Context: an optimization exercise on an open-source flow, tuned for small area. The choices shown serve that exercise and are no tape-out recipe.
Only simulation tests tie the RTL to the original design; equivalence was not proved.
No driver is modelled on the clock port, so clocking that relies on it looks cheaper here than on a real chip.
Power figures rest on the tool's default switching activity, not on a simulated workload.

==> module Control, before the edit <==
module Control(
    input  [2:0] opcode,
    output       memread,    
    output       nmemread,
    output       memwrite,   
    output       regwrite,   
    output       nbranch,    
    output       sub,        
    output       regb,       
    output       kimm,       
    output       andi,       
    output       npass,      
    output       breg_xm     
);
assign memread  = (opcode == 3'd3);
assign nmemread = ~(opcode == 3'd3);
assign memwrite = (opcode == 3'd4);
assign nbranch  = ~(opcode == 3'd5);
assign regwrite = ~(opcode == 3'd4 || opcode == 3'd5);
assign sub      = (opcode == 3'd1 || opcode == 3'd5);
assign regb     = (opcode == 3'd0 || opcode == 3'd1 || opcode == 3'd2 || opcode == 3'd5);
assign kimm     = (opcode == 3'd3 || opcode == 3'd4 || opcode == 3'd6);
assign andi     = (opcode == 3'd7);
assign npass    = ~(opcode == 3'd2);
assign breg_xm  = opcode[2];
endmodule
==> module ImmGate, before the edit <==
module ImmGate(
    input  [6:0]  imm,
    input         kimm,
    input         andi,
    output [15:0] immg,
    output [15:0] kill
);
wire [6:0] ig = imm & {7{kimm}};
wire [6:0] kl = ~imm & {7{andi}};
assign immg = {{9{ig[6]}}, ig};
assign kill = {{9{kl[6]}}, kl};
endmodule
==> module MIPSL, before the edit <==
module MIPSL(
    output [15:0] iaddr,     
    output [15:0] daddr,     
    output        dwrite,    
    output        dread,     
    output [15:0] dwdata,    
    output [15:0] alu_out,   
    input         clock,
    input  [15:0] idata,     
    input  [15:0] ddata,     
    input         reset
);
wire [2:0] opcode = idata[15:13];
wire [2:0] Xm = idata[12:10];
wire [2:0] Xn = idata[5:3];
wire [2:0] Xd = idata[2:0];
wire [6:0] imm = idata[12:6];
wire memread, nmemread, memwrite, regwrite, nbranch, sub, regb, kimm, andi, npass, breg_xm;
Control control1(
    .opcode(opcode), .memread(memread), .nmemread(nmemread), .memwrite(memwrite),
    .regwrite(regwrite), .nbranch(nbranch), .sub(sub), .regb(regb), .kimm(kimm),
    .andi(andi), .npass(npass), .breg_xm(breg_xm)
);
wire [15:0] immg, kill;
ImmGate immgate1(.imm(imm), .kimm(kimm), .andi(andi), .immg(immg), .kill(kill));
wire [7:1] wsel, rsel1, rsel2;
Dec7 decw(.a(Xd), .en(regwrite), .y(wsel));
Dec7 dec1(.a(Xn), .en(npass), .y(rsel1));
Dec7 dec2(.a(breg_xm ? Xm : Xd), .en(1'b1), .y(rsel2));
wire [15:0] rdata1, rdata2, result, wdata, prop;
RegFile regfile1(
    .clock(clock), .wsel(wsel), .wdata(wdata),
    .rsel1(rsel1), .kill1(kill), .rdata1(rdata1),
    .rsel2(rsel2), .rdata2(rdata2)
);
ALU alu1(
    .a(rdata1), .b(rdata2), .imm(immg), .regb(regb), .sub(sub), .result(result), .prop(prop)
);
genvar k;
generate for (k = 0; k < 16; k = k + 1) begin : wd
    g_a22o m(.a1(memread), .a2(ddata[k]), .b1(nmemread), .b2(result[k]), .y(wdata[k]));
end endgenerate
wire taken;
Taken taken1(.prop(prop), .nbranch(nbranch), .taken(taken));
reg [15:1] PC;
wire [15:1] PCNext;
PCLogic pclogic1(.pc(PC), .imm(imm), .taken(taken), .reset(reset), .pc_next(PCNext));
always @(posedge clock) PC <= PCNext;
assign iaddr = {PC, 1'b0};
assign daddr = result;
assign alu_out = result;
assign dread = memread;
assign dwrite = memwrite;
assign dwdata = rdata2;
endmodule
Settings: LEC_CHECK=0, ABC_AREA=1, CAP_MARGIN=20, CORE_MARGIN=2, CORE_UTILIZATION=40, PLACE_DENSITY=0.6, SLEW_MARGIN=20, SYNTH_HIERARCHICAL=1; clock period 11.0 ns.
standard.sh (not shown) runs the stock make flow with config.mk's settings and CLKGATE_MAP_FILE= SYNTH_SCRIPT=/design/flow/synth_recipe.tcl, a recipe that flattens the netlist after the stock synthesis.
==> flow/flow/run.sh <==
#!/bin/bash
# Layout flow: the standard ORFS flow, with
#  - synthesis mapped by an area-oriented ABC script (flow/abc_area.script),
#  - the smallest buffer (buf_1) on the ports,
#  - a hand-built two-level clock tree (flow/manual_cts.tcl: one root
#    buffer driving eight leaf buffers, each at the centre of its group of
#    flip-flops) in place of TritonCTS, which is pointed at the clock port
#    net only and so finds nothing left to buffer.
# Each step's full output goes to a log file in the work folder.
set -euo pipefail
W=$(pwd)
rm -rf "$W/scripts_area"
cp -r "$FLOW_HOME/scripts" "$W/scripts_area"
cp "$W/flow/abc_area.script" "$W/scripts_area/abc_area.script"

bash "$W/standard.sh" SCRIPTS_DIR="$W/scripts_area" synth > "$W/flow_synth.log" 2>&1

export MCTS_N=8 MCTS_BUF=sky130_fd_sc_hd__clkbuf_8 MCTS_N1=1 MCTS_BUF1=sky130_fd_sc_hd__clkbuf_8
bash "$W/standard.sh" \
  BUFFER_PORTS_ARGS="-buffer_cell sky130_fd_sc_hd__buf_1" \
  PRE_CTS_TCL="$W/flow/manual_cts.tcl" \
  CTS_ARGS="-repair_clock_nets -dont_use_dummy_load -clk_nets clock" \
  finish > "$W/flow_layout.log" 2>&1
Other scripts of this flow, unchanged in this note and not shown: flow/flow/abc_area.script, flow/flow/manual_cts.tcl
Change:
--- a/flow/design.v
+++ b/flow/design.v
@@ -45,10 +45,19 @@
 assign y[3] = en & (a == 3'd3);
 assign y[4] = en & (a == 3'd4);
 assign y[5] = en & (a == 3'd5);
 assign y[6] = en & (a == 3'd6);
 assign y[7] = en & (a == 3'd7);
+endmodule
+module Dec7N(input [2:0] a, output [7:1] y);
+assign y[1] = (a == 3'd1);
+assign y[2] = (a == 3'd2);
+assign y[3] = (a == 3'd3);
+assign y[4] = (a == 3'd4);
+assign y[5] = (a == 3'd5);
+assign y[6] = (a == 3'd6);
+assign y[7] = (a == 3'd7);
 endmodule
 module ReadBit(input [7:1] sel, input [7:1] r, output y);
 wire x1, x2, x3;
 g_a222oi u1(.a1(sel[1]), .a2(r[1]), .b1(sel[2]), .b2(r[2]), .c1(sel[3]), .c2(r[3]), .y(x1));
 g_a222oi u2(.a1(sel[4]), .a2(r[4]), .b1(sel[5]), .b2(r[5]), .c1(sel[6]), .c2(r[6]), .y(x2));
@@ -122,11 +131,11 @@
     output       regwrite,   
     output       nbranch,    
     output       sub,        
     output       regb,       
     output       kimm,       
-    output       andi,       
+    output       nandi,      
     output       npass,      
     output       breg_xm     
 );
 assign memread  = (opcode == 3'd3);
 assign nmemread = ~(opcode == 3'd3);
@@ -134,23 +143,23 @@
 assign nbranch  = ~(opcode == 3'd5);
 assign regwrite = ~(opcode == 3'd4 || opcode == 3'd5);
 assign sub      = (opcode == 3'd1 || opcode == 3'd5);
 assign regb     = (opcode == 3'd0 || opcode == 3'd1 || opcode == 3'd2 || opcode == 3'd5);
 assign kimm     = (opcode == 3'd3 || opcode == 3'd4 || opcode == 3'd6);
-assign andi     = (opcode == 3'd7);
+assign nandi    = ~(opcode == 3'd7);
 assign npass    = ~(opcode == 3'd2);
 assign breg_xm  = opcode[2];
 endmodule
 module ImmGate(
     input  [6:0]  imm,
     input         kimm,
-    input         andi,
+    input         nandi,
     output [15:0] immg,
     output [15:0] kill
 );
 wire [6:0] ig = imm & {7{kimm}};
-wire [6:0] kl = ~imm & {7{andi}};
+wire [6:0] kl = ~(imm | {7{nandi}});
 assign immg = {{9{ig[6]}}, ig};
 assign kill = {{9{kl[6]}}, kl};
 endmodule
 module PCBit1(
     input  pc1,
@@ -224,22 +233,22 @@
 wire [2:0] opcode = idata[15:13];
 wire [2:0] Xm = idata[12:10];
 wire [2:0] Xn = idata[5:3];
 wire [2:0] Xd = idata[2:0];
 wire [6:0] imm = idata[12:6];
-wire memread, nmemread, memwrite, regwrite, nbranch, sub, regb, kimm, andi, npass, breg_xm;
+wire memread, nmemread, memwrite, regwrite, nbranch, sub, regb, kimm, nandi, npass, breg_xm;
 Control control1(
     .opcode(opcode), .memread(memread), .nmemread(nmemread), .memwrite(memwrite),
     .regwrite(regwrite), .nbranch(nbranch), .sub(sub), .regb(regb), .kimm(kimm),
-    .andi(andi), .npass(npass), .breg_xm(breg_xm)
+    .nandi(nandi), .npass(npass), .breg_xm(breg_xm)
 );
 wire [15:0] immg, kill;
-ImmGate immgate1(.imm(imm), .kimm(kimm), .andi(andi), .immg(immg), .kill(kill));
+ImmGate immgate1(.imm(imm), .kimm(kimm), .nandi(nandi), .immg(immg), .kill(kill));
 wire [7:1] wsel, rsel1, rsel2;
 Dec7 decw(.a(Xd), .en(regwrite), .y(wsel));
 Dec7 dec1(.a(Xn), .en(npass), .y(rsel1));
-Dec7 dec2(.a(breg_xm ? Xm : Xd), .en(1'b1), .y(rsel2));
+Dec7N dec2(.a(breg_xm ? Xm : Xd), .y(rsel2));
 wire [15:0] rdata1, rdata2, result, wdata, prop;
 RegFile regfile1(
     .clock(clock), .wsel(wsel), .wdata(wdata),
     .rsel1(rsel1), .kill1(kill), .rdata1(rdata1),
     .rsel2(rsel2), .rdata2(rdata2)
Result: Via count is about the same; clock power hardly moves; clock skew is about the same; critical path depth goes down by 1; design area decreases by about 0.36%; wire length increases by 1.5%; worst hold slack stays flat; die area went down by 0.33%; first-iteration DRC count went down by about 23%; utilization falls by 0.16 points; power climbs by about 5%.

==> static timing again, ports no longer ideal <==
Ports are ideal in the flow. The routed layouts listed here were re-timed in OpenROAD. Step 1, drivers: a clkbuf_16 drives clock and a buf_2 each remaining input, both assumed. Step 2 adds t to the input delays and takes it off the output delays; t is the mean of the earliest and latest rising clock arrival at the registers after step 1. Input paths then give back, and output paths get back, about the clock's delay inside the block. Slacks: ideal ports / drivers / drivers and shift; pairs: ideal ports / drivers.
run | t, ns | setup slack, ns | clock arrival spread, ns
the first run | 0.427 | 0.703 / 0.670 / 0.670 | 0.017 / 0.017
the second run | 0.434 | 0.678 / 0.654 / 0.654 | 0.017 / 0.016
After both steps every run listed still meets setup and hold. For the first run, which loses most, drivers alone change the setup slack by -0.033 ns; drivers and shift together by -0.033 ns.
